This is an optimization exercise on Yosys and OpenROAD, whose aim is small area, a short achievable clock period and few clock cycles per item, not a production implementation.
RTL that was checked went through simulation tests only; none was proved equivalent to the original.
No functional check of the RTL was part of runs 3 and 11.
The clock port is modelled as an ideal driver, which makes a skipped or thinned clock tree look cheaper than it is; a real chip needs a root buffer or a tree.
Power and IR drop assume default switching activity.

**flow/design.v**
```verilog
`timescale 1ns / 1ps
module adder #(parameter J = 5)
             (input wire [7:0] A,
              input wire [6:1] T,
              output wire [J+1:0] S
             );
    wire [2:0] r = {T[4], (T[2] & ~T[4]) | T[6],
                    (T[1] & ~T[2]) | (T[3] & ~T[4]) | (T[5] & ~T[6])};
    assign S = A[J-1:0] + A[J:1] + r;
endmodule
`timescale 1ns / 1ps
`timescale 1ns / 1ps
module cbrt(input [7:0] a,
            output [6:1] t
            );
    assign t[1] = |a;                                               
    assign t[2] = |a[7:3];                                          
    assign t[3] = |a[7:5] | (a[4] & a[3] & (a[2] | (a[1] & a[0])));  
    assign t[4] = a[7] | a[6];                                      
    assign t[5] = a[7] | (&a[6:2] & (a[1] | a[0]));                 
    assign t[6] = a[7] & a[6] & (a[5] | (a[4] & a[3]));             
endmodule
`timescale 1ns / 1ps
module functions(input clk,
                 input rst,
                 input [7:0] a,
                 input [7:0] b,
                 input start,
                 output wire [9:0] out,
                 output wire busy
                );
    localparam J = 5;
    wire [6:1] t;
    cbrt root(.a(b), .t(t));
    wire [J+1:0] lo;
    adder #(.J(J)) sum(.A(a), .T(t), .S(lo));
    reg       a0_q;
    reg [J-1:0] lo_q;
    reg [1:0] c_q;
    reg [7:J] ahi_q;
    always @(posedge clk)
        if (rst) begin
            a0_q  <= 1'b0;
            lo_q  <= 0;
            c_q   <= 2'd0;
            ahi_q <= 0;
        end else if (start) begin
            a0_q  <= a[0];
            lo_q  <= lo[J-1:0];
            c_q   <= lo[J+1:J];
            ahi_q <= a[7:J];
        end
    wire [8-J:0] hi = ahi_q + ahi_q[7:J+1] + c_q;
    assign out  = {hi, lo_q, a0_q};
    assign busy = 1'b0;
endmodule
```
**flow/flow/run.sh**
```bash
#!/bin/bash
# The standard layout (standard.sh), with three changes:
#  - synthesis maps the logic with its own delay-driven ABC script
#    (flow/abc.script) and leaves adders to ABC instead of ORFS's
#    full/half-adder cells;
#  - the port buffers are the smallest buffer instead of the resizer's
#    default pick (a slow delay buffer);
#  - the clock tree is one buffer (flow/post_cts.tcl).
set -euo pipefail
here=$(pwd)
cat flow/abc_wrap.tcl synth_recipe.tcl > own_synth.tcl
export MY_ABC_SCRIPT=$here/flow/abc.script
export MY_ABC_D=1000
bash standard.sh SYNTH_SCRIPT=$here/own_synth.tcl ADDER_MAP_FILE= \
  BUFFER_PORTS_ARGS="-buffer_cell sky130_fd_sc_hd__buf_1" \
  CTS_ARGS="-sink_clustering_enable -repair_clock_nets -buf_list sky130_fd_sc_hd__clkbuf_4 -root_buf sky130_fd_sc_hd__clkbuf_4" \
  POST_CTS_TCL=$here/flow/post_cts.tcl \
  finish > orfs_flow.log 2>&1
```
**flow/flow/abc.script**
```
strash
dch
map -D 1000
topo
stime -c
buffer -c
upsize -c -D 1000
dnsize -c -D 1000
```
**flow/flow/abc_wrap.tcl**
```tcl
# Runs Yosys's abc with this flow's own ABC script (flow/abc.script) and
# delay target in place of ORFS's; everything else in the synthesis is
# the standard script, which this file is put in front of.
proc abc {args} {
  set i [lsearch -exact $args -script]
  if {$i >= 0} { set args [lreplace $args $i [expr {$i + 1}] -script $::env(MY_ABC_SCRIPT)] }
  set i [lsearch -exact $args -D]
  if {$i >= 0} { set args [lreplace $args $i [expr {$i + 1}]] }
  lappend args -D $::env(MY_ABC_D)
  puts "abc (own script): $args"
  yosys abc {*}$args
}
```
**flow/flow/post_cts.tcl**
```tcl
# After CTS: the clock tree TritonCTS builds for this small design is a root
# buffer feeding two leaf buffers. Drive every clock sink from the root
# buffer instead and remove the leaf buffers, so the clock port feeds one
# buffer and that buffer feeds all the flip-flops.
set block [ord::get_db_block]
set clk_port_net [$block findNet clk]
set root ""
foreach it [$clk_port_net getITerms] {
  if {[$it isInputSignal] || [[$it getMTerm] getIoType] eq "INPUT"} {
    set root [$it getInst]
  }
}
if {$root eq ""} { error "post_cts: no buffer on the clock port" }
set root_out ""
foreach it [$root getITerms] {
  if {[[$it getMTerm] getIoType] eq "OUTPUT"} { set root_out [$it getNet] }
}
puts "post_cts: root buffer [$root getName] drives [$root_out getName]"
set leaves {}
foreach it [$root_out getITerms] {
  set inst [$it getInst]
  if {$inst eq $root} { continue }
  if {[string match "*clkbuf*" [[$inst getMaster] getName]]} { lappend leaves $inst }
}
foreach leaf $leaves {
  set out ""
  foreach it [$leaf getITerms] {
    if {[[$it getMTerm] getIoType] eq "OUTPUT"} { set out [$it getNet] }
  }
  set sinks {}
  foreach it [$out getITerms] {
    if {[$it getInst] ne $leaf} { lappend sinks $it }
  }
  foreach it $sinks {
    $it disconnect
    $it connect $root_out
  }
  puts "post_cts: removed [$leaf getName], [llength $sinks] sinks moved to [$root_out getName]"
  odb::dbInst_destroy $leaf
  odb::dbNet_destroy $out
}
```
**flow/standard.sh**
```bash
#!/bin/bash
# synth_recipe.tcl (not shown) runs the flow's synth.tcl, then flattens the netlist and writes it again
# the make line also repeats each setting of config.mk as NAME=value (left out here)
make -C /OpenROAD-flow-scripts/flow DESIGN_CONFIG=/design/flow/config.mk WORK_HOME=/design/flow/orfs CLKGATE_MAP_FILE= SYNTH_SCRIPT=/design/flow/synth_recipe.tcl "${@:-finish}"
```
**flow/config.mk**
```make
export PLATFORM = sky130hd
export DESIGN_NAME = functions
export DESIGN_NICKNAME = functions
export VERILOG_FILES = /design/flow/design.v
export SDC_FILE = /design/flow/constraint.sdc
export NUM_CORES = 4
export LEC_CHECK = 0
export CAP_MARGIN = 20
export CORE_AREA = 4 4 66 66
export DIE_AREA = 0 0 70 70
export SLEW_MARGIN = 20
```
**flow/constraint.sdc**
```tcl
create_clock -name core_clock -period 5.5 [get_ports {clk}]
set_input_delay 1.1000 -clock core_clock [delete_from_list [all_inputs] [get_ports {clk}]]
set_output_delay 1.1000 -clock core_clock [all_outputs]
set_load 0.01 [all_outputs]
```
==> summary.txt, run 1 <==
Max VDD drop 0.0646 mV; first-pass GRT wire length 3170 um; DRC violations left 0; reg2reg end c_q[0]; CP Launch Type flop; via count 927; Hold WS 0.505 ns; largest net degree at the start of global routing 15; nets 185; WP data required 4.40 ns; CTS sink cnt 11; Die H 70 um; port bufs 28; YS warnings 1; final hold violations 0; WL final 1930 um; Yosys top cell by area dfxtp_1; FP Rows 22; drt via density 4.35; max-cap violation count 0; post-route minimum period 2.48 ns; RSZ-0062 raised after global routing false; Mapped Avg Cell Area 6.29 um2; endpoint class of the critical path primary output; Syn Nets 157; outcome finished clean; Final ANT Viol Nets 0; WS Path Type reg2out; Clock Latency Late Sink 0.17 ns; vias in the first global route 774; Synth Instances 138; EDFF count, synth 0; PwrDens 199 mW/mm2; core area 0.00369 mm2; Iteration-0 DRC Markers 97; clock skew 0 ns; antenna cells 0; RD Place Congestion 0.749; R2R depth 2; reg2reg start c_q[0]; post-synthesis cell area 868 um2; Critical Path Sink out[8]; CP Launch Point ahi_q[6]; count of pins over their slew limit 0; Area Overhead vs Synth 18.6%; chip width 70 um; post-synthesis sequential area ratio 0.254; flop2flop setup slack 4.81 ns; # IOs 30; Pleak 0.427 nW; top fanout value on the critical path 4; Hold Path Class reg2reg; clock transition at the registers of the reported paths 0.12 ns; Die ar. 0.00490 mm2; global route overflow 0; final period utilization 0.450; Setup TNS 0 ns; Max Freq 0.404 GHz; Setup violations, final 0; synthesized flop and latch total 11; Routed wire per std cell 9.04 um; main area contributors after synthesis dfxtp_1 (25%), nand2_1 (14%), nor2_1 (7.3%); First-pass DRT Iterations 5; top cell type's share of synthesized area 0.254; CP Data Arrival Time 1.38 ns; Synth cell types 30; total power 0.205 mW; aggregate global-route resource usage 0.0815; initial core utilization 0.235; ys flop type dfxtp_1; ys async rst share 0; DPL Wire Length 1660 um; initial antenna violation count 0; layout cells sized above 1 0.0667
## through the flow
stage	instances	utilization	cell area, um2	worst slack [ns]
2_1_floorplan	138	-	868	3.31
3_3_place_gp	211	0.275	1010	2.96
3_5_place_dp	211	0.275	1010	2.94
5_1_grt	213	0.279	1030	2.86
6_report	213	0.279	1030	3.02
## power by group
part / internal [mW] / switching [mW]
registers: 0.0864 / 0.00379
logic: 0.0284 / 0.0489
clock network: 0.0164 / 0.0211
## cells in the mapped netlist (2+ instances only)
master,number
nand4_1,2
nand3_1,7
nand3_2,2
xnor2_1,2
o21ai_1,2
nor2_1,17
a31oi_1,2
o21ai_0,12
buf_4,2
o211ai_1,2
xor2_1,4
o21ai_2,2
nand2_1,32
inv_1,14
nor3_1,2
dfxtp_1,11
a21oi_1,10
## worst min path at each step
stage                 from  endpoint  slack [ns]  cells past startpoint
detailed placement  c_q[1]    c_q[1]        0.48                      2
global route        c_q[1]    c_q[1]        0.53                      2
floorplan           c_q[1]    c_q[1]        0.45                      2
finish              c_q[1]    c_q[1]        0.50                      2
global placement    c_q[1]    c_q[1]        0.49                      2
## cells by family (layout without fill, tap and decap cells)
group	count (synthesis)	count (layout)	share of synthesized area
flops	11	11	0.254
xor+xnor	6	6	0.0605
compound gates	35	35	0.249
other cells	1	1	0.00432
simple gates	67	67	0.346
buf+inv	18	45	0.0864
## layout make-up
type                            count  area (um2)
Multi-Input combinational cell    109         573
Timing Repair Buffer               28         105
Tap cell                           48        60.1
Clock buffer                        2        15.0
Sequential cell                    11         220
Fill cell                         439        2660
Inverter                           15        56.3
## placed cells by master (no fill, tap or decap), types with 2 or more instances in the layout
| cell type | count |
|---|---|
| xnor2_1 | 2 |
| a31oi_1 | 2 |
| nand3_1 | 7 |
| nand4_1 | 2 |
| nand2_1 | 32 |
| nor3_1 | 2 |
| clkbuf_4 | 2 |
| xor2_1 | 4 |
| o21ai_1 | 2 |
| buf_1 | 28 |
| nor2_1 | 17 |
| dfxtp_1 | 11 |
| inv_1 | 14 |
| a21oi_1 | 10 |
| nand3_2 | 2 |
| o21ai_0 | 12 |
| o211ai_1 | 2 |
| o21ai_2 | 2 |
## layer usage
| layer | vias to the layer above | global-route usage | share of wire |
|---|---|---|---|
| met5 | - | 0 | 0 |
| met4 | 0 | 0.0191 | 0.011 |
| met3 | 2 | 0.00863 | 0.058 |
| met2 | 27 | 0.132 | 0.45 |
| met1 | 386 | 0.115 | 0.48 |
| li1 | 512 | - | - |
## registers in the layout, summed over array words and instances (netlist names)
| name | count |
|---|---|
| c_q | 2 |
| a0_q | 1 |
| ahi_q | 3 |
| lo_q | 5 |
## critical path: stages (launching register included)
cell,delay [ns]
dfxtp_1,0.35
inv_1,0.11
nor2_1,0.06
nor2_1,0.11
xor2_1,0.21
nor2_1,0.08
xnor2_1,0.13
buf_1,0.16
Testbench counts, summed over its fixed seeds: cycles 800, items 800.
==> inputs of run 2 (changes only) <==
--- a/flow/flow/run.sh
+++ b/flow/flow/run.sh
@@ -13,6 +13,6 @@
 export MY_ABC_D=1000
 bash standard.sh SYNTH_SCRIPT=$here/own_synth.tcl ADDER_MAP_FILE= \
   BUFFER_PORTS_ARGS="-buffer_cell sky130_fd_sc_hd__buf_1" \
-  CTS_ARGS="-sink_clustering_enable -repair_clock_nets -buf_list sky130_fd_sc_hd__clkbuf_4 -root_buf sky130_fd_sc_hd__clkbuf_4" \
+  CTS_ARGS="-sink_clustering_enable -repair_clock_nets -dont_use_dummy_load -buf_list sky130_fd_sc_hd__clkbuf_4 -root_buf sky130_fd_sc_hd__clkbuf_4" \
   POST_CTS_TCL=$here/flow/post_cts.tcl \
   finish > orfs_flow.log 2>&1
==> summary.txt, run 2 <==
Final ANT Viol Nets 0; vias in the first global route 774; top fanout value on the critical path 4; Synth cell types 30; DRC violations left 0; core area 0.00369 mm2; CTS sink cnt 11; commonest non-fill, non-tap cells in the layout nand2_1 (32), buf_1 (28), nor2_1 (17); Top reg by flops lo_q; clock transition at the registers of the reported paths 0.11 ns; Simple-Gate Fraction of Synth Area 0.346; CP Launch Type flop; max-cap violation count 0; NetSw 0.0726 mW; DPL Wire Length 1660 um; initial antenna violation count 0; first-pass GRT wire length 3170 um; largest net degree at the start of global routing 15; CP Launch Point ahi_q[6]; First-pass DRT Iterations 6; Syn Nets 157; global route overflow 0; post-synthesis compound-gate area fraction 0.249; Die ar. 0.00490 mm2; antenna cells 0; xor-xnor portion of the synthesized cell area 0.0605; Critical Path Sink out[8]; Seq pwr share 0.460; top cell type's share of synthesized area 0.254; Clock Latency Late Sink 0.17 ns; Max Freq 0.405 GHz; Yosys top cell by area dfxtp_1; count of pins over their slew limit 0; CP Data Arrival Time 1.37 ns; RSZ-0062 raised after global routing false; drt via density 4.36; port bufs 28; # IOs 30; Synth Instances 138; number of flip-flops under the largest register name 5; Hold WS 0.505 ns; sw frac 0.370; layout cells sized above 1 0.0610; Routed wire per std cell 9.10 um; Mapped Avg Cell Area 6.29 um2; endpoint class of the critical path primary output; reg2reg end c_q[0]; initial core utilization 0.235; WS Path Type reg2out; synthesized flop and latch total 11; WP data required 4.40 ns; flop2flop setup slack 4.81 ns; most instantiated library cell after synthesis nand2_1; chip width 70 um; Die H 70 um; final period utilization 0.449; commonest non-fill, non-tap cell in the layout nand2_1; Setup violations, final 0; synth cell count leaders nand2_1 (32), nor2_1 (17), inv_1 (14), o21ai_0 (12), dfxtp_1 (11); top flop regs lo_q x5, ahi_q x3, c_q x2; final hold violations 0; Gate power share 0.394; post-synthesis cell area 868 um2; Iteration-0 DRC Markers 101; post-synthesis sequential area ratio 0.254; clock share of power 0.146; EDFF count, synth 0; Post-Synth Adder-Cell Area 0; Max VDD drop 0.0625 mV; RD Place Congestion 0.749; post-route minimum period 2.47 ns; outcome finished clean; PwrDens 192 mW/mm2; Hold Path Class reg2reg; nets 185; clock skew 0 ns; WL final 1930 um; reg2reg start c_q[0]; via count 924; Setup TNS 0 ns; ys async rst share 0; main area contributors after synthesis dfxtp_1 (25%), nand2_1 (14%), nor2_1 (7.3%); Area Overhead vs Synth 17.7%; ys flop type dfxtp_1; YS warnings 1; aggregate global-route resource usage 0.0815; largest family of logic cells by synthesized area simple AND/OR/NAND/NOR gates; mux cell area share after synthesis 0; R2R depth 2; Pleak 0.423 nW; Internal 0.124 mW; FP Rows 22
## run 2: cell types whose count changed in the layout (fill, tap and decap cells not counted), sizes merged
cell,before,now
clkbuf,2,1
## run 2: layer usage
layer / track usage / up-vias / wire, um
met4: 0.0191 / 0 / 22
li1: - / 512 / -
met2: 0.132 / 27 / 859
met3: 0.00863 / 2 / 109
met1: 0.115 / 383 / 938
met5: 0 / - / 0
## run 2: cell families (layout without fill, tap and decap cells)
kind of cell | count (synthesis) | after routing
simple gates | 67 | 67
flops | 11 | 11
buf+inv | 18 | 44
compound gates | 35 | 35
xor+xnor | 6 | 6
other cells | 1 | 1
## run 2: layout make-up
class / instances / area (um2)
fill: 438 / 2670
multi-input combinational: 109 / 573
sequential: 11 / 220
timing repair buffer: 28 / 105
tap: 48 / 60.1
inverter: 15 / 56.3
clock buffer: 1 / 7.51
## run 2: through the flow
stage,total power [mW],setup WS (ns),instance area [um2],cells,util
2_1_floorplan,0.148,3.31,868,138,-
3_3_place_gp,0.170,2.96,1010,211,0.275
3_5_place_dp,0.170,2.94,1010,211,0.275
5_1_grt,0.213,2.87,1020,212,0.277
6_report,0.196,3.03,1020,212,0.277
## run 2: power groups by stage
stage / Sequential, mW / Combinational [mW] / Clock, mW
2_1_floorplan: 0.0931 / 0.0549 / 0
3_3_place_gp: 0.0922 / 0.0780 / 0
3_5_place_dp: 0.0923 / 0.0779 / 0
5_1_grt: 0.0913 / 0.0897 / 0.0317
6_report: 0.0902 / 0.0774 / 0.0286
## run 2: worst min-delay path by stage
stage | from | endpoint | slack [ns] | cells after the start
5_1_grt | c_q[1] | c_q[1] | 0.53 | 2
3_3_place_gp | c_q[1] | c_q[1] | 0.49 | 2
6_report | c_q[1] | c_q[1] | 0.50 | 2
3_5_place_dp | c_q[1] | c_q[1] | 0.48 | 2
2_1_floorplan | c_q[1] | c_q[1] | 0.45 | 2
## run 2: worst max-delay path, cell delays in order (launching register included)
cell and delay (ns):
dfxtp_1 0.35, inv_1 0.11, nor2_1 0.06, nor2_1 0.11, xor2_1 0.21, nor2_1 0.08, xnor2_1 0.13, buf_1 0.16
==> inputs of run 3 (changes only) <==
--- a/flow/design.v
+++ b/flow/design.v
@@ -29,7 +29,7 @@
                  output wire [9:0] out,
                  output wire busy
                 );
-    localparam J = 5;
+    localparam J = 6;
     wire [6:1] t;
     cbrt root(.a(b), .t(t));
     wire [J+1:0] lo;
==> summary.txt, run 3 <==
commonest non-fill, non-tap cells in the layout buf_1 (28), nand2_1 (25), nor2_1 (13), o21ai_0 (13), inv_1 (12); DRC violations left 0; Pleak 0.440 nW; reg2reg end c_q[0]; WP data required 5.58 ns; Layout Cells excl Fill 211; RSZ-0062 raised after global routing false; Synth Instances 137; top fanout value on the critical path 6; number of flip-flops under the largest register name 6; DPL Wire Length 1730 um; CTS sink cnt 11; vias in the first global route 823; Synth cell types 33; synthesized flop and latch total 11; commonest non-fill, non-tap cell in the layout buf_1; post-synthesis sequential area ratio 0.236; outcome finished clean; initial core utilization 0.253; Mapped Avg Cell Area 6.81 um2; R2R depth 2; Iteration-0 DRC Markers 67; Max Freq 0.413 GHz; post-route minimum period 2.42 ns; Rel. slew slack 0.606; ys async rst share 0; YS warnings 1; CP Launch Type input pin; final period utilization 0.441; Internal 0.129 mW; drt via density 4.60; top cell type's share of synthesized area 0.236; synth cell count leaders nand2_1 (25), nor2_1 (13), o21ai_0 (13), inv_1 (12), dfxtp_1 (11); NetSw 0.0798 mW; CP Data Arrival Time 2.50 ns; PwrDens 192 mW/mm2; count of pins over their slew limit 0; Seq pwr share 0.435; most instantiated library cell after synthesis nand2_1; first-pass GRT wire length 3540 um; core area 0.00369 mm2; # IOs 30; Die H 70 um; main area contributors after synthesis dfxtp_1 (24%), nand2_1 (10%), xor2_1 (7.5%); Setup TNS 0 ns; Gate power share 0.428; top flop regs lo_q x6, ahi_q x2, c_q x2; pre-CTS setup slack 2.87 ns; Routed wire per std cell 9.75 um; Final ANT Viol Nets 0; RD Place Congestion 0.740; post-synthesis cell area 933 um2; Top reg by flops lo_q; Clock Latency Late Sink 0.17 ns; Slew @ Worst Pin 0.591 ns; Critical Path Sink lo_q[4]; largest net degree at the start of global routing 17; global route overflow 0; antenna cells 0; CP Launch Point a[3]; final setup margin 3.08 ns; port bufs 28; Hold Path Class reg2reg; fillers 435; aggregate global-route resource usage 0.0900; Yosys top cell by area dfxtp_1; clock skew 0 ns; First-pass DRT Iterations 4; layout cells sized above 1 0.0859; nets 184; FP Rows 22; Die ar. 0.00490 mm2; Syn Nets 156; chip width 70 um; clock share of power 0.137; via count 970; sw frac 0.381; clock transition at the registers of the reported paths 0.11 ns; WL final 2060 um; placed instance count 210; reg2reg start c_q[0]; initial antenna violation count 0; Cells on Worst Hold Path 2; max-cap violation count 0; endpoint class of the critical path flop; Max VDD drop 0.0604 mV; flop2flop setup slack 4.81 ns; Area Overhead vs Synth 16.5%; WS Path Type in2reg; Setup violations, final 0; final hold violations 0; EDFF count, synth 0; ys flop type dfxtp_1
## run 3: how the worst min path moves through the flow
| stage | start | to | slack [ns] |
|---|---|---|---|
| 2_1_floorplan | c_q[1] | c_q[1] | 0.47 |
| 3_3_place_gp | c_q[1] | c_q[1] | 0.50 |
| 3_5_place_dp | c_q[1] | c_q[1] | 0.51 |
| 5_1_grt | c_q[1] | c_q[1] | 0.55 |
| 6_report | c_q[1] | c_q[1] | 0.52 |
## run 3: final cells by class
| class | instances | area, um2 | area share |
|---|---|---|---|
| timing repair buffer | 28 | 105 | 0.0967 |
| tap | 48 | 60.1 | 0.0552 |
| multi-input combinational | 111 | 649 | 0.597 |
| sequential | 11 | 220 | 0.203 |
| clock buffer | 1 | 7.51 | 0.00690 |
| inverter | 12 | 45.0 | 0.0414 |
## run 3: routing by layer
layer	vias to the layer above	GRT usage	wire length, um
li1	525	-	-
met1	419	0.130	950
met2	24	0.140	956
met3	2	0.0230	144
met4	0	0.00638	6
met5	-	0	0
## run 3: critical path, stage by stage
cell	delay (ns)
buf_1	0.15
o21ai_0	0.24
nand3_1	0.13
nand2_1	0.11
xor2_1	0.26
and2_1	0.25
nand3_2	0.10
o2111a_1	0.16
## run 3: power groups by stage
| stage | Combinational (mW) | Sequential (mW) | Clock, mW |
|---|---|---|---|
| 2_1_floorplan | 0.0639 | 0.0945 | 0 |
| 3_3_place_gp | 0.0903 | 0.0929 | 0 |
| 3_5_place_dp | 0.0904 | 0.0929 | 0 |
| 5_1_grt | 0.103 | 0.0921 | 0.0336 |
| 6_report | 0.0895 | 0.0910 | 0.0288 |
## run 3: metrics by stage
| stage | utilization | cell area (um2) | power, mW | hold slack (ns) |
|---|---|---|---|---|
| 6_report | 0.295 | 1090 | 0.209 | 0.525 |
| 3_3_place_gp | 0.293 | 1080 | 0.183 | 0.502 |
| 3_5_place_dp | 0.293 | 1080 | 0.183 | 0.505 |
| 5_1_grt | 0.295 | 1090 | 0.229 | 0.545 |
| 2_1_floorplan | - | 933 | 0.158 | 0.468 |
## run 3: kinds of logic after synthesis
| kind of cell | after synthesis | share of synthesized area |
|---|---|---|
| buf+inv | 15 | 0.0684 |
| xor+xnor | 13 | 0.122 |
| simple gates | 59 | 0.292 |
| flops | 11 | 0.236 |
| compound gates | 37 | 0.267 |
| other cells | 1 | 0.00402 |
| fa+ha+maj | 1 | 0.0107 |
==> inputs of run 4 (changes only) <==
--- a/flow/design.v
+++ b/flow/design.v
@@ -29,7 +29,7 @@
                  output wire [9:0] out,
                  output wire busy
                 );
-    localparam J = 6;
+    localparam J = 5;
     wire [6:1] t;
     cbrt root(.a(b), .t(t));
     wire [J+1:0] lo;
--- a/flow/flow/run.sh
+++ b/flow/flow/run.sh
@@ -10,7 +10,7 @@
 here=$(pwd)
 cat flow/abc_wrap.tcl synth_recipe.tcl > own_synth.tcl
 export MY_ABC_SCRIPT=$here/flow/abc.script
-export MY_ABC_D=1000
+export MY_ABC_D=1500
 bash standard.sh SYNTH_SCRIPT=$here/own_synth.tcl ADDER_MAP_FILE= \
   BUFFER_PORTS_ARGS="-buffer_cell sky130_fd_sc_hd__buf_1" \
   CTS_ARGS="-sink_clustering_enable -repair_clock_nets -dont_use_dummy_load -buf_list sky130_fd_sc_hd__clkbuf_4 -root_buf sky130_fd_sc_hd__clkbuf_4" \
==> flow/flow/abc.script (replaced) <==
strash
dch
map -D 1500
topo
stime -c
buffer -c
upsize -c -D 1500
dnsize -c -D 1500
==> summary.txt, run 4 <==
post-synthesis cell area 812 um2; post-synthesis sequential area ratio 0.271; antenna cells 0; Die H 70 um; Synth Instances 123; uppermost layer routed met4; WS Path Type in2reg; Routed wire per std cell 8.69 um; Pleak 0.384 nW; layout cells sized above 1 0.0604; Slew @ Worst Pin 0.543 ns; main area contributors after synthesis dfxtp_1 (27%), xor2_1 (9.7%), nor2_1 (8.8%); M1 WL 855 um; max-cap violation count 0; met2 wire length 667 um; WP data required 5.54 ns; crit path max-delay cell type o21a_2; Rel. slew slack 0.638; Yosys top cell by area dfxtp_1; RD Place Congestion 0.684; post-route minimum period 2.70 ns; initial antenna violation count 0; Mapped Avg Cell Area 6.60 um2; clock skew 0 ns; top fanout value on the critical path 3; Clock Latency Late Sink 0.17 ns; delay of the slowest critical-path stage 0.21 ns; ys async rst share 0; crit-path cells buf_1 -> and2_1 -> nor2_1 -> nor3_1 -> nor2_1 -> or2_1 -> nand2_2 -> o21a_2 -> a21oi_2 -> nand2_1 -> nor2_1 -> nand2_1 -> o211ai_1 -> a31oi_1; commonest non-fill, non-tap cells in the layout buf_1 (28), nor2_1 (19), nand2_1 (15); top cell type's share of synthesized area 0.271; core area 0.00369 mm2; initial core utilization 0.220; count of pins over their slew limit 0; First-pass DRT Iterations 6; Iteration-0 DRC Markers 63; synth cell count leaders nor2_1 (19), nand2_1 (15), inv_1 (14), o21ai_0 (14), a21oi_1 (13); drt via density 4.19; family with the most delay on the worst path simple AND/OR/NAND/NOR gates; most instantiated library cell after synthesis nor2_1; Final ANT Viol Nets 0; DPL Wire Length 1460 um; Max Freq 0.371 GHz; CTS sink cnt 11; Max VDD drop 0.0792 mV; # IOs 30; fillers 436; outcome finished clean; final setup margin 2.80 ns; via count 826; Setup violations, final 0; top flop regs lo_q x5, ahi_q x3, c_q x2; aggregate global-route resource usage 0.0777; CP Launch Type input pin; global route overflow 0; FP Rows 22; commonest non-fill, non-tap cell in the layout buf_1; clock transition at the registers of the reported paths 0.11 ns; endpoint class of the critical path flop; RSZ-0062 raised after global routing false; final hold violations 0; final period utilization 0.490; port bufs 28; CP Data Arrival Time 2.74 ns; most used cell, CP nor2_1; Setup TNS 0 ns; synthesized flop and latch total 11; Die ar. 0.00490 mm2; pre-CTS setup slack 2.61 ns; YS warnings 1; DRC violations left 0; Area Overhead vs Synth 19.0%; WL final 1710 um; largest net degree at the start of global routing 17; chip width 70 um; Syn Nets 142; ys flop type dfxtp_1; EDFF count, synth 0; Hold Path Class reg2reg; number of flip-flops under the largest register name 5; Top reg by flops lo_q; met3 routed WL 159 um; vias in the first global route 687; PwrDens 205 mW/mm2; nets 170; Synth cell types 28; critical path buffer and inverter count 1; first-pass GRT wire length 2900 um
## run 4: cell count changes after synthesis, sizes merged, moves of 2 or more
| cell | change |
|---|---|
| inv | +2 |
| nand3 | -8 |
| nand2 | -9 |
| nor2 | +5 |
| a21oi | +4 |
| nand4 | -2 |
| a31oi | -3 |
## run 4: path summary, 6_finish.rpt
path / end / slack [ns] / cells past startpoint / from
worst max register to register: c_q[0] / 4.80 / 2 / c_q[0]
worst min register to register: lo_q[4] / 0.49 / 2 / lo_q[4]
worst min-delay path: lo_q[4] / 0.49 / 2 / lo_q[4]
worst max-delay path: c_q[0] / 2.80 / 14 / b[4]
## run 4: layout make-up
type / instances / area (um2) / area share
multi-input cells: 94 / 517 / 0.535
flip-flops and latches: 11 / 220 / 0.228
repair buffers: 28 / 105 / 0.109
well taps: 48 / 60.1 / 0.0622
inverters: 15 / 56.3 / 0.0583
clock buffers: 1 / 7.51 / 0.00777
## run 4: cell families after synthesis
family	after synthesis	synth area share
and+or+nand+nor	44	0.240
AOI/OAI and AO/OA	36	0.251
DFF	11	0.271
buffers and inverters	18	0.0924
xor gates and xnor gates	13	0.140
other	1	0.00462
## run 4: worst reg2reg max path, delay by kind of cell (launching register included)
family / cells / cell delay, ns
flops: 1 / 0.34
compound gates: 2 / 0.24
## run 4: metal layers
metal / up-vias / global-route usage
li1: 453 / -
met1: 332 / 0.109
met2: 39 / 0.115
met3: 2 / 0.0144
met4: 0 / 0.0319
met5: - / 0
## run 4: per-stage QoR
step            util  instance area [um2]  std cells  hold slack (ns)  total power [mW]
2_1_floorplan      -                  812        123            0.452             0.150
3_3_place_gp   0.260                  958        196            0.466             0.171
3_5_place_dp   0.260                  958        196            0.469             0.172
5_1_grt        0.262                  966        197            0.519             0.214
6_report       0.262                  966        197            0.485             0.198
## run 4: report_power, final
group / switching (mW) / internal (mW) / total (mW)
logic: 0.0479 / 0.0305 / 0.0784
clock network: 0.0194 / 0.00874 / 0.0281
registers: 0.00394 / 0.0871 / 0.0911
total: 0.0712 / 0.126 / 0.198
Testbench counts of run 4, summed over its fixed seeds: cycles 800, items 800.
==> inputs of run 5 (changes only) <==
--- a/flow/flow/run.sh
+++ b/flow/flow/run.sh
@@ -10,7 +10,7 @@
 here=$(pwd)
 cat flow/abc_wrap.tcl synth_recipe.tcl > own_synth.tcl
 export MY_ABC_SCRIPT=$here/flow/abc.script
-export MY_ABC_D=1500
+export MY_ABC_D=1000
 bash standard.sh SYNTH_SCRIPT=$here/own_synth.tcl ADDER_MAP_FILE= \
   BUFFER_PORTS_ARGS="-buffer_cell sky130_fd_sc_hd__buf_1" \
   CTS_ARGS="-sink_clustering_enable -repair_clock_nets -dont_use_dummy_load -buf_list sky130_fd_sc_hd__clkbuf_4 -root_buf sky130_fd_sc_hd__clkbuf_4" \
==> flow/flow/abc.script (replaced) <==
strash
dch
map -D 1000
topo
stime -c
buffer -c
upsize -c -D 1000
dnsize -c -D 1000
--- a/flow/config.mk
+++ b/flow/config.mk
@@ -8,4 +8,6 @@
 export CAP_MARGIN = 20
 export CORE_AREA = 4 4 66 66
 export DIE_AREA = 0 0 70 70
+export SETUP_SLACK_MARGIN = 3.4
 export SLEW_MARGIN = 20
+export TNS_END_PERCENT = 10
==> summary.txt, run 5 <==
outcome finished clean; Setup violations, final 0; Yosys top cell by area dfxtp_1; FP Rows 22; drt via density 4.51; main area contributors after synthesis dfxtp_1 (25%), nand2_1 (14%), nor2_1 (7.3%); Die H 70 um; Hold Path Class reg2reg; initial antenna violation count 0; YS warnings 1; WP data required 4.40 ns; post-synthesis cell area 868 um2; via count 965; final setup margin 3.11 ns; post-synthesis sequential area ratio 0.254; met3 routed WL 119 um; top cell type's share of synthesized area 0.254; Max Freq 0.418 GHz; Iteration-0 DRC Markers 66; most instantiated library cell after synthesis nand2_1; final hold violations 0; initial core utilization 0.235; synthesized flop and latch total 11; DPL Wire Length 1670 um; Area Overhead vs Synth 21.9%; final period utilization 0.435; top fanout value on the critical path 4; clock skew 0 ns; Mapped Avg Cell Area 6.29 um2; Routed wire per std cell 8.86 um; EDFF count, synth 0; CTS sink cnt 11; CP Data Arrival Time 1.29 ns; WS Path Type reg2out; vias in the first global route 837; synth cell count leaders nand2_1 (32), nor2_1 (17), inv_1 (14), o21ai_0 (12), dfxtp_1 (11); ys async rst share 0; WL final 1900 um; Layout Cells excl Fill 214; port bufs 28; post-route minimum period 2.39 ns; Max VDD drop 0.0683 mV; Pleak 0.442 nW; PwrDens 187 mW/mm2; Top reg by flops lo_q; clock transition at the registers of the reported paths 0.10 ns; Synth cell types 30; fillers 425; Clock Latency Late Sink 0.16 ns; # IOs 30; Final ANT Viol Nets 0; First-pass DRT Iterations 5; commonest non-fill, non-tap cell in the layout nand2_1; total power 0.198 mW; RD Place Congestion 0.781; Syn Nets 157; met2 wire length 881 um; Setup TNS 0 ns; placed instance count 211; aggregate global-route resource usage 0.0884; antenna cells 0; RSZ-0062 raised after global routing true; global route overflow 0; M1 WL 894 um; ys flop type dfxtp_1; nets 187; Die ar. 0.00490 mm2; count of pins over their slew limit 0; pre-CTS setup slack 2.98 ns; commonest non-fill, non-tap cells in the layout nand2_1 (31), buf_1 (26), nor2_1 (14); uppermost layer routed met3; largest net degree at the start of global routing 15; max-cap violation count 0; first-pass GRT wire length 3510 um; top flop regs lo_q x5, ahi_q x3, c_q x2; Synth Instances 138; chip width 70 um; core area 0.00369 mm2; DRC violations left 0; CP Launch Type flop; layout cells sized above 1 0.133; endpoint class of the critical path primary output; number of flip-flops under the largest register name 5
[run 5: cell types whose count changed after synthesis, moves of 2 or more]
| cell | change |
|---|---|
| a21oi_1 | -3 |
| nand2_1 | +17 |
| nand2_2 | -2 |
| nand3_1 | +7 |
| nand3_2 | +2 |
| nor2_1 | -2 |
| o21ai_0 | -2 |
| o21ai_2 | +2 |
| or2_2 | -2 |
| xnor2_1 | -2 |
| xor2_1 | -5 |
[run 5: final timing paths]
check / start / to / slack [ns] / cells after the start
setup / recovery: ahi_q[6] / out[8] / 3.11 / 7
hold / removal: c_q[1] / c_q[1] / 0.49 / 2
hold reg to reg: c_q[1] / c_q[1] / 0.49 / 2
setup reg to reg: ahi_q[6] / ahi_q[6] / 4.79 / 3
[run 5: worst max-delay path: stages, from the launching register on]
cell     delay [ns]
dfxtp_2        0.37
inv_2          0.05
nor2_2         0.11
nor2_2         0.04
xor2_1         0.17
nor2_1         0.12
xnor2_1        0.12
buf_2          0.14
[run 5: kinds of logic (layout without fill, tap and decap cells)]
family	count (synthesis)	after routing	synth area share
and+or+nand+nor	67	67	0.346
AOI/OAI and AO/OA	35	35	0.249
buffers and inverters	18	46	0.0864
xor gates and xnor gates	6	6	0.0605
DFF	11	11	0.254
other	1	1	0.00432
[run 5: where the power goes]
part	internal, mW	switching (mW)
Combinational	0.0305	0.0498
Clock	0.00874	0.0186
Sequential	0.0867	0.00409
Total	0.126	0.0724
[run 5: per-layer routing]
layer	GRT usage	up-vias
li1	-	520
met4	0.0128	0
met3	0.0144	0
met1	0.125	421
met5	0	-
met2	0.143	24
[run 5: metrics by stage]
step,area (um2),util,hold slack (ns)
floorplan,877,-,0.452
global placement,1020,0.277,0.486
detailed placement,1020,0.277,0.477
global route,1060,0.287,0.509
finish,1060,0.287,0.490
[run 5: area by class of cell]
| cell class | count | area (um2) | area share |
|---|---|---|---|
| multi-input combinational | 109 | 588 | 0.556 |
| sequential | 11 | 224 | 0.212 |
| timing repair buffer | 30 | 123 | 0.116 |
| tap | 48 | 60.1 | 0.0567 |
| inverter | 15 | 56.3 | 0.0532 |
| clock buffer | 1 | 7.51 | 0.00709 |
==> inputs of run 6 (changes only) <==
==> flow/flow/abc.script (replaced) <==
strash
dch
map -D 1000
strash
dch
map -D 1000
topo
stime -c
buffer -c
upsize -c -D 1000
dnsize -c -D 1000
--- a/flow/config.mk
+++ b/flow/config.mk
@@ -8,6 +8,6 @@
 export CAP_MARGIN = 20
 export CORE_AREA = 4 4 66 66
 export DIE_AREA = 0 0 70 70
-export SETUP_SLACK_MARGIN = 3.4
+export SETUP_SLACK_MARGIN = 3.2
 export SLEW_MARGIN = 20
 export TNS_END_PERCENT = 10
==> summary.txt, run 6 <==
total power 0.205 mW; first-pass GRT wire length 3490 um; DRC violations left 0; endpoint class of the critical path primary output; FP Rows 22; Final Cell Area 0.00113 mm2; Post-DP Area 0.00108 mm2; Yosys top cell by area dfxtp_1; CP Launch Type flop; synthesized flop and latch total 11; CP Launch Point ahi_q[6]; core area 0.00369 mm2; final period utilization 0.428; aggregate global-route resource usage 0.0886; YS warnings 1; DPL Wire Length 1690 um; count of pins over their slew limit 0; post-route minimum period 2.36 ns; via count 941; crit path max-delay cell type dfxtp_2; WL final 1990 um; Iteration-0 DRC Markers 102; ys flop type dfxtp_1; commonest non-fill, non-tap cell in the layout buf_1; crit-path cells inv_2 -> nor2_2 -> nor2_1 -> xor2_1 -> nand3_1 -> o211ai_1 -> buf_2; placed instance count 207; Top reg by flops lo_q; RSZ-0062 raised after global routing true; synth cell count leaders nand2_1 (17), nor2_1 (17), inv_1 (16), o21ai_0 (13), dfxtp_1 (11); nets 186; WS Path Type reg2out; Layout Cells excl Fill 213; First-pass DRT Iterations 4; EDFF count, synth 0; Mapped Avg Cell Area 6.97 um2; clock skew 0 ns; top cell type's share of synthesized area 0.236; global route overflow 0; top flop regs lo_q x5, ahi_q x3, c_q x2; final hold violations 0; Synth cell types 34; Die H 70 um; Die ar. 0.00490 mm2; Routed wire per std cell 9.32 um; number of flip-flops under the largest register name 5; Area Overhead vs Synth 21.2%; CTS sink cnt 11; Hold Path Class reg2reg; Setup violations, final 0; port bufs 28; Final ANT Viol Nets 0; R2R depth 4; Pleak 0.472 nW; Clock Latency Late Sink 0.17 ns; delay of the slowest critical-path stage 0.36 ns; Max VDD drop 0.0674 mV; flop2flop setup slack 4.69 ns; commonest non-fill, non-tap cells in the layout buf_1 (26), nand2_1 (17), nor2_1 (15); top fanout value on the critical path 3; CP Data Arrival Time 1.26 ns; post-synthesis sequential area ratio 0.236; Critical Path Sink out[8]; Syn Nets 153; reg2reg end c_q[1]; antenna cells 0; post-synthesis cell area 935 um2; initial core utilization 0.253; max-cap violation count 0; Max Freq 0.424 GHz; layout cells sized above 1 0.206; fillers 439; # IOs 30; WP data required 4.40 ns; Synth Instances 134; ys async rst share 0; clock transition at the registers of the reported paths 0.11 ns; outcome finished clean; drt via density 4.42; PwrDens 181 mW/mm2; RD Place Congestion 0.781; reg2reg start c_q[1]; vias in the first global route 787; initial antenna violation count 0; main area contributors after synthesis dfxtp_1 (24%), o21ai_0 (7.0%), nand2_1 (6.8%); chip width 70 um; Setup TNS 0 ns; largest net degree at the start of global routing 18
run 6: cell count changes after synthesis, moves of 2 or more:
cell	before	now
nand2_1	32	17
nand2_2	0	4
inv_1	14	16
nand3_1	7	9
o21bai_1	0	2
run 6: metrics by stage:
stage | worst slack (ns) | hold slack (ns) | util
floorplan | 3.29 | 0.451 | -
global placement | 2.96 | 0.503 | 0.292
detailed placement | 2.89 | 0.494 | 0.292
global route | 2.97 | 0.565 | 0.307
finish | 3.14 | 0.532 | 0.307
run 6: critical path, delay by kind of cell (launching register included):
| kind | cells | cell delay (ns) |
|---|---|---|
| buffers and inverters | 2 | 0.19 |
| AND/OR/NAND/NOR | 3 | 0.24 |
| AO/OA/AOI/OAI | 1 | 0.08 |
| XOR/XNOR | 1 | 0.21 |
| flip-flops | 1 | 0.36 |
run 6: power by group:
group	internal, mW	switching, mW
Clock	0.00875	0.0195
Combinational	0.0333	0.0528
Sequential	0.0865	0.00370
Total	0.128	0.0760
run 6: how the worst min path moves through the flow:
stage / start / slack (ns) / to / cells past startpoint
after floorplan: c_q[1] / 0.45 / c_q[1] / 2
after global placement: c_q[1] / 0.50 / c_q[1] / 2
after detailed placement: c_q[1] / 0.49 / c_q[1] / 2
after global routing: c_q[0] / 0.56 / c_q[0] / 2
final: lo_q[3] / 0.53 / lo_q[3] / 2
run 6: layout make-up:
class,instances,area (um2),area share
Timing Repair Buffer,33,145,0.128
Tap cell,48,60.1,0.0530
Multi-Input combinational cell,103,633,0.559
Sequential cell,11,223,0.197
Clock buffer,1,7.51,0.00663
Inverter,17,63.8,0.0564
run 6: per-layer routing:
metal  global-route usage  share of wire
met5                    0              0
met4               0.0191          0.011
met3              0.00863          0.059
met2                0.135           0.43
met1                0.133           0.50
run 6: cell families after synthesis:
logic type | count (synthesis) | synth area share
AND/OR/NAND/NOR | 59 | 0.357
AO/OA/AOI/OAI | 38 | 0.264
other | 1 | 0.00401
flip-flops | 11 | 0.236
XOR/XNOR | 5 | 0.0469
buffers and inverters | 20 | 0.0924
==> inputs of run 7 (changes only) <==
==> flow/flow/abc.script (replaced) <==
strash
dch
map -D 1000
topo
stime -c
buffer -c
upsize -c -D 1000
dnsize -c -D 1000
==> summary.txt, run 7 <==
Hold EP c_q[1]; flop2flop setup slack 4.81 ns; YS warnings 1; top cell type's share of synthesized area 0.254; top fanout value on the critical path 3; antenna cells 0; DRC violations left 0; vias in the first global route 777; post-synthesis sequential area ratio 0.254; reg2reg start c_q[0]; EDFF count, synth 0; CP Launch Type flop; RSZ-0062 raised after global routing true; R2R depth 2; Max Freq 0.416 GHz; Layout Cells excl Fill 213; clock transition at the registers of the reported paths 0.11 ns; WS Path Type reg2out; first-pass GRT wire length 3160 um; post-route minimum period 2.40 ns; area occupied by registers 223 um2; ys async rst share 0; chip width 70 um; Top reg by flops lo_q; post-synthesis cell area 868 um2; Mapped Avg Cell Area 6.29 um2; commonest non-fill, non-tap cell in the layout nand2_1; number of flip-flops under the largest register name 5; total power 0.198 mW; main area contributors after synthesis dfxtp_1 (25%), nand2_1 (14%), nor2_1 (7.3%); nets 186; reg2reg end c_q[0]; initial antenna violation count 0; # IOs 30; synth cell count leaders nand2_1 (32), nor2_1 (17), inv_1 (14), o21ai_0 (12), dfxtp_1 (11); DPL Wire Length 1660 um; Die ar. 0.00490 mm2; Die H 70 um; port bufs 28; Clock Latency Late Sink 0.17 ns; Final ANT Viol Nets 0; max-cap violation count 0; Final Cell Area 0.00104 mm2; placed instance count 211; ys flop type dfxtp_1; Yosys top cell by area dfxtp_1; CTS sink cnt 11; clock skew 0 ns; top flop regs lo_q x5, ahi_q x3, c_q x2; Max VDD drop 0.0632 mV; commonest non-fill, non-tap cells in the layout nand2_1 (32), buf_1 (25), nor2_1 (17); Post-DP Area 0.00101 mm2; largest net degree at the start of global routing 15; WP data required 4.40 ns; Worst Hold Launch c_q[1]; PwrDens 191 mW/mm2; RD Place Congestion 0.749; Pleak 0.438 nW; FP Rows 22; Cells on Worst Hold Path 2; Syn Nets 157; Setup TNS 0 ns; Synth Instances 138; endpoint class of the critical path primary output; Iteration-0 DRC Markers 105; global route overflow 0; WL final 1930 um; outcome finished clean; fillers 440; Setup violations, final 0; final hold violations 0; drt via density 4.39; First-pass DRT Iterations 7; count of pins over their slew limit 0; most instantiated library cell after synthesis nand2_1; synthesized flop and latch total 11; Area Overhead vs Synth 19.3%; Hold Path Class reg2reg; layout cells sized above 1 0.103; Routed wire per std cell 9.05 um; final period utilization 0.437; aggregate global-route resource usage 0.0812; via count 936; Synth cell types 30; initial core utilization 0.235; multi-input logic area 573 um2; CP Data Arrival Time 1.30 ns; core area 0.00369 mm2
## run 7: cell count changes after synthesis, moves of 2 or more
cell	delta
nand2_1	+15
nand2_2	-4
nand3_1	-2
o21bai_1	-2
inv_1	-2
## run 7: report_power, final
group / internal (mW) / switching (mW) / total (mW) / leakage [nW]
clock network: 0.00875 / 0.0201 / 0.0288 / 0.00460
logic: 0.0295 / 0.0491 / 0.0786 / 0.341
registers: 0.0866 / 0.00385 / 0.0904 / 0.0920
## run 7: final cells by class
class                   count  share of cell area
repair buffers             29               0.112
multi-input cells         109               0.553
flip-flops and latches     11               0.215
inverters                  15              0.0543
well taps                  48              0.0580
clock buffers               1             0.00725
## run 7: metrics by stage
step | utilization | hold WS, ns | setup WS [ns]
6_report | 0.281 | 0.492 | 3.10
2_1_floorplan | - | 0.452 | 3.31
3_3_place_gp | 0.275 | 0.493 | 2.96
3_5_place_dp | 0.275 | 0.483 | 2.94
5_1_grt | 0.281 | 0.514 | 2.98
## run 7: cells by family (layout without fill, tap and decap cells)
kind of cell | count (synthesis) | in the layout | share of synthesized area
buffers and inverters | 18 | 45 | 0.0864
AOI/OAI and AO/OA | 35 | 35 | 0.249
xor gates and xnor gates | 6 | 6 | 0.0605
other | 1 | 1 | 0.00432
DFF | 11 | 11 | 0.254
and+or+nand+nor | 67 | 67 | 0.346
## run 7: worst max path at each step
stage                     startpoint  endpoint  slack (ns)  depth (start not counted)
after global placement          a[0]    c_q[0]        2.96                         10
after floorplan                 b[7]    c_q[0]        3.31                          8
after detailed placement        a[0]    c_q[0]        2.94                         10
after global routing        ahi_q[6]    out[8]        2.98                          7
final                       ahi_q[6]    out[8]        3.10                          6
## run 7: worst max-delay path: stages, from the launching register on
cell and delay (ns):
dfxtp_2 0.35, nor2_1 0.16, nor2_1 0.08, xor2_1 0.16, nor2_1 0.12, xnor2_1 0.12, buf_2 0.14
## run 7: routing by layer
layer	GRT usage	up-vias	part of all wire
li1	-	514	-
met1	0.114	387	0.48
met2	0.132	30	0.44
met3	0.00863	5	0.068
met4	0.0191	0	0.017
met5	0	-	0
==> inputs of run 8 (changes only) <==
==> flow/flow/abc.script (replaced) <==
strash
dch -f
map -D 1000
topo
stime -c
buffer -c
upsize -c -D 1000
dnsize -c -D 1000
==> summary.txt, run 8 <==
DPL Wire Length 1790 um; Die H 70 um; total power 0.207 mW; aggregate global-route resource usage 0.0943; synthesized flop and latch total 11; Worst Hold Launch a0_q; fillers 425; post-route minimum period 2.44 ns; YS warnings 1; placed instance count 217; FP Rows 22; clock transition at the registers of the reported paths 0.11 ns; top flop regs lo_q x5, ahi_q x3, c_q x2; ys flop type dfxtp_1; R2R depth 2; CTS sink cnt 11; commonest non-fill, non-tap cell in the layout nand2_1; post-synthesis sequential area ratio 0.231; Area Overhead vs Synth 16.8%; final hold violations 0; main area contributors after synthesis dfxtp_1 (23%), nand2_1 (11%), nor2_1 (7.1%); Max Freq 0.410 GHz; endpoint class of the critical path primary output; met3 routed WL 85 um; Hold WS 0.481 ns; antenna cells 0; clock skew 0 ns; met2 wire length 974 um; first-pass GRT wire length 3720 um; Synth Instances 144; final period utilization 0.444; CP Data Arrival Time 1.34 ns; Hold Path Class reg2reg; via count 996; M1 WL 1050 um; outcome finished clean; nets 192; Max VDD drop 0.0694 mV; RD Place Congestion 0.795; Post-DP Area 0.00109 mm2; reg2reg start lo_q[4]; Iteration-0 DRC Markers 97; Layout Cells excl Fill 219; delay of the slowest critical-path stage 0.36 ns; Final ANT Viol Nets 0; layout cells sized above 1 0.140; Die ar. 0.00490 mm2; Final Util 0.302; vias in the first global route 893; global route overflow 0; WP data required 4.40 ns; core area 0.00369 mm2; chip width 70 um; max-cap violation count 0; post-synthesis cell area 955 um2; crit path max-delay cell type dfxtp_2; Clock Latency Late Sink 0.17 ns; Top reg by flops lo_q; initial core utilization 0.259; Hold EP a0_q; largest net degree at the start of global routing 14; drt via density 4.55; flop2flop setup slack 4.81 ns; Pleak 0.481 nW; Synth cell types 34; count of pins over their slew limit 0; pre-CTS setup slack 2.97 ns; Setup violations, final 0; Final Cell Area 0.00111 mm2; PwrDens 186 mW/mm2; EDFF count, synth 0; top cell type's share of synthesized area 0.231; Yosys top cell by area dfxtp_1; port bufs 28; crit-path cells inv_2 -> nor2_1 -> nor2_1 -> xor2_1 -> buf_4 -> xor2_1 -> buf_2; Cells on Worst Hold Path 2; Syn Nets 163; WL final 2130 um; Setup TNS 0 ns; DRC violations left 0; ys async rst share 0; reg2reg end lo_q[4]; initial antenna violation count 0; First-pass DRT Iterations 4; final setup margin 3.06 ns; Routed wire per std cell 9.74 um; CP Launch Type flop; most instantiated library cell after synthesis nand2_1; Mapped Avg Cell Area 6.63 um2; synth cell count leaders nand2_1 (28), nor2_1 (18), inv_1 (17), a21oi_1 (13), o21ai_0 (13); uppermost layer routed met4; top fanout value on the critical path 4; commonest non-fill, non-tap cells in the layout nand2_1 (28), buf_1 (25), nor2_1 (17); WS Path Type reg2out; RSZ-0062 raised after global routing true; # IOs 30; number of flip-flops under the largest register name 5
run 8: critical path: cells and delay by family, from the launching register on:
family | cells | cell delay, ns
flops | 1 | 0.36
xor+xnor | 2 | 0.32
buf+inv | 3 | 0.35
simple gates | 2 | 0.14
run 8: area by class of cell:
type / instances / area, um2 / share of cell area
repair buffers: 29 / 116 / 0.104
clock buffers: 1 / 7.51 / 0.00673
well taps: 48 / 60.1 / 0.0539
flip-flops and latches: 11 / 223 / 0.200
inverters: 18 / 67.6 / 0.0606
multi-input cells: 112 / 641 / 0.575
run 8: logic make-up after synthesis:
family          count (synthesis)  synth area share
compound gates                 40             0.252
simple gates                   64             0.341
other cells                     1           0.00393
flops                          11             0.231
xor+xnor                        7            0.0721
buf+inv                        21             0.101
run 8: per-layer routing:
metal | vias up | global-route usage
met1 | 441 | 0.138
met3 | 2 | 0.00288
met2 | 20 | 0.153
met4 | 0 | 0.0191
met5 | - | 0
li1 | 533 | -
run 8: worst max-delay path by stage:
stage / startpoint / end / slack [ns] / cells past startpoint
2_1_floorplan: b[7] / lo_q[4] / 3.30 / 8
3_3_place_gp: b[7] / lo_q[4] / 3.00 / 9
3_5_place_dp: b[7] / lo_q[4] / 2.97 / 11
5_1_grt: ahi_q[6] / out[7] / 2.93 / 7
6_report: ahi_q[6] / out[7] / 3.06 / 7
run 8: where the power goes:
part,total (mW),internal [mW],switching (mW)
logic,0.0887,0.0333,0.0554
registers,0.0901,0.0864,0.00374
clock network,0.0285,0.00875,0.0198
total,0.207,0.128,0.0789
==> inputs of run 9 (changes only) <==
==> flow/flow/abc.script (replaced) <==
strash
dch
map -D 1000
topo
stime -c
buffer -c
upsize -c -D 1000
dnsize -c -D 1000
--- a/flow/config.mk
+++ b/flow/config.mk
@@ -8,6 +8,7 @@
 export CAP_MARGIN = 20
 export CORE_AREA = 4 4 66 66
 export DIE_AREA = 0 0 70 70
+export PLACE_DENSITY = 0.85
 export SETUP_SLACK_MARGIN = 3.2
 export SLEW_MARGIN = 20
 export TNS_END_PERCENT = 10
==> summary.txt, run 9 <==
outcome finished clean; global route overflow 0; post-synthesis cell area 868 um2; commonest non-fill, non-tap cell in the layout nand2_1; drt via density 4.52; Clock Latency Late Sink 0.17 ns; post-route minimum period 2.43 ns; synth cell count leaders nand2_1 (32), nor2_1 (17), inv_1 (14), o21ai_0 (12), dfxtp_1 (11); Setup violations, final 0; PwrDens 192 mW/mm2; antenna cells 0; Area Overhead vs Synth 20.2%; crit-path cells inv_2 -> nor2_2 -> nor2_2 -> xor2_1 -> nor2_1 -> xnor2_1 -> buf_2; via count 962; total power 0.200 mW; delay of the slowest critical-path stage 0.39 ns; commonest non-fill, non-tap cells in the layout nand2_1 (32), buf_1 (27), nor2_1 (14); clock skew 0 ns; nets 186; main area contributors after synthesis dfxtp_1 (25%), nand2_1 (14%), nor2_1 (7.3%); top cell type's share of synthesized area 0.254; Routed wire per std cell 10.1 um; first-pass GRT wire length 3420 um; Max Freq 0.412 GHz; Max VDD drop 0.0680 mV; final setup margin 3.07 ns; Mapped Avg Cell Area 6.29 um2; layout cells sized above 1 0.115; aggregate global-route resource usage 0.0878; ys async rst share 0; final period utilization 0.441; Top reg by flops lo_q; most used cell, CP nor2_2; max-cap violation count 0; RSZ-0062 raised after global routing true; pre-CTS setup slack 2.94 ns; Stages on worst setup path 7; FP Rows 22; crit path max-delay cell type dfxtp_4; RD Place Congestion 0.775; WS Path Type reg2out; Synth cell types 30; CP Data Arrival Time 1.33 ns; EDFF count, synth 0; final hold violations 0; top flop regs lo_q x5, ahi_q x3, c_q x2; Final ANT Viol Nets 0; family with the most delay on the worst path flip-flops; First-pass DRT Iterations 5; clock transition at the registers of the reported paths 0.11 ns; WL final 2160 um; core area 0.00369 mm2; number of flip-flops under the largest register name 5; Hold Path Class reg2reg; vias in the first global route 827; top fanout value on the critical path 3; Die H 70 um; endpoint class of the critical path primary output; R2R depth 3; Cells on Worst Hold Path 2; Syn Nets 157; CP Launch Type flop; Synth Instances 138; Setup TNS 0 ns; Iteration-0 DRC Markers 34; # IOs 30; Die ar. 0.00490 mm2; DPL Wire Length 1860 um; post-synthesis sequential area ratio 0.254; WP data required 4.40 ns; most instantiated library cell after synthesis nand2_1; ys flop type dfxtp_1; Yosys top cell by area dfxtp_1; initial core utilization 0.235; CTS sink cnt 11; synthesized flop and latch total 11; initial antenna violation count 0; count of pins over their slew limit 0; critical path buffer and inverter count 2; largest net degree at the start of global routing 15; YS warnings 1; port bufs 28; chip width 70 um; Pleak 0.434 nW; DRC violations left 0
## run 9: final cells by class
cell class | instances | area, um2
fillers | 423 | 2650
well taps | 48 | 60.1
inverters | 15 | 56.3
clock buffers | 1 | 7.51
repair buffers | 29 | 114
multi-input cells | 109 | 581
flip-flops and latches | 11 | 225
## run 9: worst paths after layout
kind / slack [ns] / endpoint / start
worst max-delay path: 3.07 / out[8] / c_q[1]
worst min-delay path: 0.52 / lo_q[4] / lo_q[4]
worst max register to register: 4.74 / ahi_q[6] / ahi_q[6]
worst min register to register: 0.52 / lo_q[4] / lo_q[4]
## run 9: kinds of logic (layout without fill, tap and decap cells)
family	count (synthesis)	count (layout)	synth area share
simple gates	67	67	0.346
compound gates	35	35	0.249
buf+inv	18	45	0.0864
flops	11	11	0.254
xor+xnor	6	6	0.0605
other cells	1	1	0.00432
## run 9: metal layers
metal	GRT usage	vias up	share of wire	wire, um
li1	-	520	-	-
met1	0.116	408	0.47	1010
met2	0.152	32	0.46	998
met3	0.0101	2	0.058	126
met4	0.0191	0	0.0097	21
met5	0	-	0	0
## run 9: worst reg2reg max path: stages (launching register included)
cell and delay [ns]:
dfxtp_2 0.38, inv_2 0.06, buf_4 0.13, a21oi_1 0.12
## run 9: per-stage QoR
stage                     hold WS, ns   util  cell area (um2)  std cells
after floorplan                 0.452      -              868        138
after global placement          0.497  0.275             1010        211
after detailed placement        0.496  0.275             1010        211
after global routing            0.543  0.283             1040        213
final                           0.517  0.283             1040        213
## run 9: power breakdown
| part | total, mW | internal [mW] | switching, mW |
|---|---|---|---|
| Combinational | 0.0801 | 0.0294 | 0.0507 |
| Sequential | 0.0905 | 0.0862 | 0.00423 |
| Clock | 0.0293 | 0.00876 | 0.0206 |
| Total | 0.200 | 0.124 | 0.0755 |
==> inputs of run 10 (changes only) <==
--- a/flow/config.mk
+++ b/flow/config.mk
@@ -8,7 +8,7 @@
 export CAP_MARGIN = 20
 export CORE_AREA = 4 4 66 66
 export DIE_AREA = 0 0 70 70
-export PLACE_DENSITY = 0.85
+export PLACE_DENSITY = 0.35
 export SETUP_SLACK_MARGIN = 3.2
 export SLEW_MARGIN = 20
 export TNS_END_PERCENT = 10
==> summary.txt, run 10 <==
WL final 2220 um; busiest grt layer met2; ys async rst share 0; synth cell count leaders nand2_1 (32), nor2_1 (17), inv_1 (14), o21ai_0 (12), dfxtp_1 (11); via count 969; CTS sink cnt 11; final hold violations 0; final period utilization 0.445; Simple-Gate Fraction of Synth Area 0.346; top fanout value on the critical path 4; ys flop type dfxtp_1; largest net degree at the start of global routing 15; initial core utilization 0.235; Max VDD drop 0.0934 mV; Setup violations, final 0; endpoint class of the critical path primary output; DPL Wire Length 1850 um; drt via density 4.55; first-pass GRT wire length 3670 um; crit-path cells inv_4 -> nor2_4 -> nor2_2 -> xor2_1 -> nor2_1 -> xnor2_1 -> buf_2; M1 GR Usage 0.131; Clock Latency Late Sink 0.17 ns; initial antenna violation count 0; xor-xnor portion of the synthesized cell area 0.0605; aggregate global-route resource usage 0.0973; outcome finished clean; Synth Instances 138; Seq pwr share 0.454; count of pins over their slew limit 0; CP Data Arrival Time 1.35 ns; Final Cell Area 0.00106 mm2; most instantiated library cell after synthesis nand2_1; antenna cells 0; chip width 70 um; synthesized flop and latch total 11; Die H 70 um; Post-Synth Adder-Cell Area 0; post-synthesis sequential area ratio 0.254; Layout Cells excl Fill 213; crit path max-delay cell type dfxtp_4; Synth cell types 30; top flop regs lo_q x5, ahi_q x3, c_q x2; post-route minimum period 2.45 ns; First-pass DRT Iterations 4; core area 0.00369 mm2; commonest non-fill, non-tap cells in the layout nand2_1 (32), buf_1 (25), nor2_1 (14); Hold Path Class reg2reg; delay of the slowest critical-path stage 0.38 ns; Hold WS 0.509 ns; PwrDens 189 mW/mm2; largest family of logic cells by synthesized area simple AND/OR/NAND/NOR gates; WP data required 4.40 ns; Yosys top cell by area dfxtp_1; post-synthesis cell area 868 um2; # IOs 30; critical path buffer and inverter count 2; sw frac 0.374; vias in the first global route 856; CP Launch Type flop; Mapped Avg Cell Area 6.29 um2; main area contributors after synthesis dfxtp_1 (25%), nand2_1 (14%), nor2_1 (7.3%); Post-DP Area 0.00101 mm2; met3 usage 0.0245; Internal 0.125 mW; top cell type's share of synthesized area 0.254; clock share of power 0.142; Top reg by flops lo_q; Area Overhead vs Synth 21.8%; Rel. slew slack 0.608; port bufs 28; Setup TNS 0 ns; WS Path Type reg2out; Final ANT Viol Nets 0; clock transition at the registers of the reported paths 0.11 ns; layout cells sized above 1 0.133; placed instance count 211; Syn Nets 157; Slew @ Worst Pin 0.588 ns; max-cap violation count 0; commonest non-fill, non-tap cell in the layout nand2_1; global route overflow 0; Iteration-0 DRC Markers 51; YS warnings 1; number of flip-flops under the largest register name 5; Max Freq 0.408 GHz; Routed wire per std cell 10.4 um; RD Place Congestion 0.737; clock skew 0 ns; GRT met2 Usage 0.157; EDFF count, synth 0; family with the most delay on the worst path flip-flops; Gate power share 0.404; DRC violations left 0; mux cell area share after synthesis 0; RSZ-0062 raised after global routing true; FP Rows 22; post-synthesis compound-gate area fraction 0.249; NetSw 0.0746 mW; Die ar. 0.00490 mm2; nets 186; Pleak 0.439 nW
-- run 10: path summary, 6_finish.rpt --
kind,from,end,slack (ns),depth (start not counted)
hold / removal,c_q[1],c_q[1],0.51,2
setup / recovery,ahi_q[6],out[8],3.05,7
setup reg to reg,lo_q[4],lo_q[4],4.81,2
hold reg to reg,c_q[1],c_q[1],0.51,2
-- run 10: kinds of logic after synthesis --
| group | after synthesis |
|---|---|
| compound gates | 35 |
| xor+xnor | 6 |
| simple gates | 67 |
| other cells | 1 |
| flops | 11 |
| buf+inv | 18 |
-- run 10: final cells by class --
| type | count | area [um2] |
|---|---|---|
| fillers | 442 | 2630 |
| multi-input cells | 109 | 586 |
| well taps | 48 | 60.1 |
| inverters | 15 | 62.6 |
| repair buffers | 29 | 116 |
| clock buffers | 1 | 7.51 |
| flip-flops and latches | 11 | 225 |
-- run 10: per-layer routing --
metal,wire [um],vias up,part of all wire
li1,-,517,-
met1,1040,428,0.47
met2,1040,22,0.47
met3,119,2,0.054
met4,22,0,0.0099
met5,0,-,0
-- run 10: power groups by stage --
stage	registers, mW	logic [mW]	clock network, mW
detailed placement	0.0922	0.0795	0
finish	0.0906	0.0807	0.0283
global route	0.0918	0.0927	0.0339
global placement	0.0921	0.0793	0
floorplan	0.0931	0.0549	0
-- run 10: stage by stage --
stage / utilization / power [mW] / worst slack [ns]
5_1_grt: 0.287 / 0.218 / 2.96
6_report: 0.287 / 0.200 / 3.05
3_3_place_gp: 0.275 / 0.171 / 2.96
2_1_floorplan: - / 0.148 / 3.31
3_5_place_dp: 0.275 / 0.172 / 2.95
-- run 10: worst register-to-register path, stage by stage (launching register included) --
cell     delay [ns]
dfxtp_1        0.37
nand2_1        0.06
a31oi_1        0.19
==> inputs of run 11 (changes only) <==
--- a/flow/design.v
+++ b/flow/design.v
@@ -29,7 +29,7 @@
                  output wire [9:0] out,
                  output wire busy
                 );
-    localparam J = 5;
+    localparam J = 4;
     wire [6:1] t;
     cbrt root(.a(b), .t(t));
     wire [J+1:0] lo;
--- a/flow/config.mk
+++ b/flow/config.mk
@@ -8,7 +8,6 @@
 export CAP_MARGIN = 20
 export CORE_AREA = 4 4 66 66
 export DIE_AREA = 0 0 70 70
-export PLACE_DENSITY = 0.35
 export SETUP_SLACK_MARGIN = 3.2
 export SLEW_MARGIN = 20
 export TNS_END_PERCENT = 10
==> summary.txt, run 11 <==
outcome finished clean; flop2flop setup slack 4.65 ns; Rel. slew slack 0.451; EDFF count, synth 0; endpoint class of the critical path primary output; via count 942; Critical Path Sink out[8]; commonest non-fill, non-tap cells in the layout buf_1 (26), nor2_1 (19), nand2_1 (16); nets 184; commonest non-fill, non-tap cell in the layout buf_1; YS warnings 1; CP Launch Type flop; Clock Latency Late Sink 0.17 ns; most instantiated library cell after synthesis nor2_1; synthesized flop and latch total 11; Slew @ Worst Pin 0.823 ns; Iteration-0 DRC Markers 19; layout cells sized above 1 0.209; PwrDens 183 mW/mm2; port bufs 28; top fanout value on the critical path 2; placed instance count 209; Setup violations, final 0; clock share of power 0.134; final setup margin 2.83 ns; final hold violations 0; post-synthesis sequential area ratio 0.238; top flop regs ahi_q x4, lo_q x4, c_q x2; Yosys top cell by area dfxtp_1; # IOs 30; count of pins over their slew limit 0; sw frac 0.376; Pleak 0.434 nW; core area 0.00369 mm2; Synth Instances 137; RSZ-0062 raised after global routing true; WL final 2000 um; Routed wire per std cell 9.48 um; Die H 70 um; Area Overhead vs Synth 22.4%; R2R depth 5; WS Path Type reg2out; ys flop type dfxtp_1; antenna cells 0; initial core utilization 0.251; aggregate global-route resource usage 0.0838; RD Place Congestion 0.759; post-route minimum period 2.67 ns; First-pass DRT Iterations 4; chip width 70 um; FP Rows 22; Post-DP Area 0.00108 mm2; max-cap violation count 0; total power 0.208 mW; clock transition at the registers of the reported paths 0.11 ns; Final ANT Viol Nets 0; Internal 0.130 mW; top cell type's share of synthesized area 0.238; post-synthesis cell area 927 um2; Gate power share 0.434; reg2reg end ahi_q[5]; Synth cell types 37; CP Launch Point ahi_q[5]; Max VDD drop 0.0622 mV; Layout Cells excl Fill 211; CTS sink cnt 11; Die ar. 0.00490 mm2; Hold WS 0.539 ns; Mapped Avg Cell Area 6.77 um2; fillers 454; initial antenna violation count 0; Hold Path Class reg2reg; Final Util 0.308; Worst Hold Launch lo_q[1]; global route overflow 0; DPL Wire Length 1640 um; DRC violations left 0; Setup TNS 0 ns; Max Freq 0.375 GHz; first-pass GRT wire length 3270 um; synth cell count leaders nor2_1 (22), nand2_1 (17), dfxtp_1 (11), inv_1 (11), o21ai_0 (10); drt via density 4.46; WP data required 4.40 ns; clock skew 0 ns; reg2reg start ahi_q[5]; main area contributors after synthesis dfxtp_1 (24%), nor2_1 (8.9%), nand2_1 (6.9%); NetSw 0.0782 mW; Final Cell Area 0.00113 mm2; largest net degree at the start of global routing 23; Seq pwr share 0.432; vias in the first global route 784; ys async rst share 0; pre-CTS setup slack 2.89 ns; CP Data Arrival Time 1.57 ns; Syn Nets 156; final period utilization 0.485
-- run 11: cell types whose count changed after synthesis, moves of 2 or more --
cell,delta
nand2_1,-15
nand3_1,-4
nand2_2,+3
o21ai_1,+2
inv_1,-3
nor2_1,+5
inv_2,+4
xnor2_1,+4
o21ai_0,-2
-- run 11: how the worst min path moves through the flow --
stage          cells past startpoint      end  slack (ns)
3_5_place_dp                       2  lo_q[1]        0.51
3_3_place_gp                       2  lo_q[1]        0.52
6_report                           2  lo_q[1]        0.54
5_1_grt                            2  lo_q[3]        0.56
2_1_floorplan                      2     a0_q        0.49
-- run 11: layout make-up --
class                   count  area (um2)  share of cell area
repair buffers             29         115               0.101
flip-flops and latches     11         225               0.198
multi-input cells         107         671               0.591
clock buffers               1        7.51             0.00662
inverters                  15        56.3              0.0496
well taps                  48        60.1              0.0529
-- run 11: critical path, stage by stage (launching register included) --
cell      delay [ns]
dfxtp_2         0.34
inv_2           0.05
nor2_1          0.04
o21bai_2        0.21
xnor2_2         0.18
o31ai_4         0.28
xnor2_1         0.15
buf_2           0.15
-- run 11: power groups by stage --
stage | logic [mW] | registers, mW | clock network, mW
2_1_floorplan | 0.0623 | 0.0923 | 0
3_3_place_gp | 0.0853 | 0.0912 | 0
3_5_place_dp | 0.0859 | 0.0913 | 0
5_1_grt | 0.101 | 0.0905 | 0.0313
6_report | 0.0903 | 0.0898 | 0.0279
-- run 11: layer usage --
metal / vias to the layer above / part of all wire / track usage
met5: - / 0 / 0
met4: 0 / 0.0035 / 0.00638
met3: 2 / 0.082 / 0.0273
met2: 27 / 0.45 / 0.139
met1: 401 / 0.46 / 0.110
li1: 512 / - / -
-- run 11: kinds of logic after synthesis --
kind of cell    share of synthesized area
xor+xnor                           0.0945
other cells                       0.00404
flops                               0.238
compound gates                      0.277
buf+inv                            0.0850
simple gates                        0.302

## afterwards: timing with drivers on the ports
Ports are ideal in the flow. The routed layouts listed here were re-timed in OpenROAD. Step 1 sets driving cells, clkbuf_16 on the clock port and buf_2 on the other inputs (assumed; they add their load-dependent delay and slew). Step 2 times the ports against the registers' clock, not the clock port: input delays grow and output delays shrink by t, the midpoint of the rising clock arrivals with the driver on. Slacks: no drivers / after step 1 / after step 2; pairs: no drivers / after step 1.
| run | t, ns | setup slack, ns |
|---|---|---|
| run 1 | 0.192 | 3.024 / 3.005 / 2.958 |
| run 2 | 0.186 | 3.031 / 3.012 / 2.953 |
| run 3 | 0.189 | 3.077 / 3.074 / 2.885 |
| run 4 | 0.188 | 2.802 / 2.802 / 2.615 |
| run 5 | 0.180 | 3.109 / 3.092 / 3.001 |
| run 6 | 0.185 | 3.144 / 3.125 / 2.964 |
| run 7 | 0.189 | 3.097 / 3.077 / 3.002 |
| run 8 | 0.186 | 3.059 / 3.041 / 2.976 |
| run 9 | 0.189 | 3.073 / 3.054 / 2.934 |
| run 10 | 0.189 | 3.050 / 3.028 / 2.963 |
| run 11 | 0.187 | 2.830 / 2.809 / 2.902 |
After both steps setup and hold are still met in every run listed.
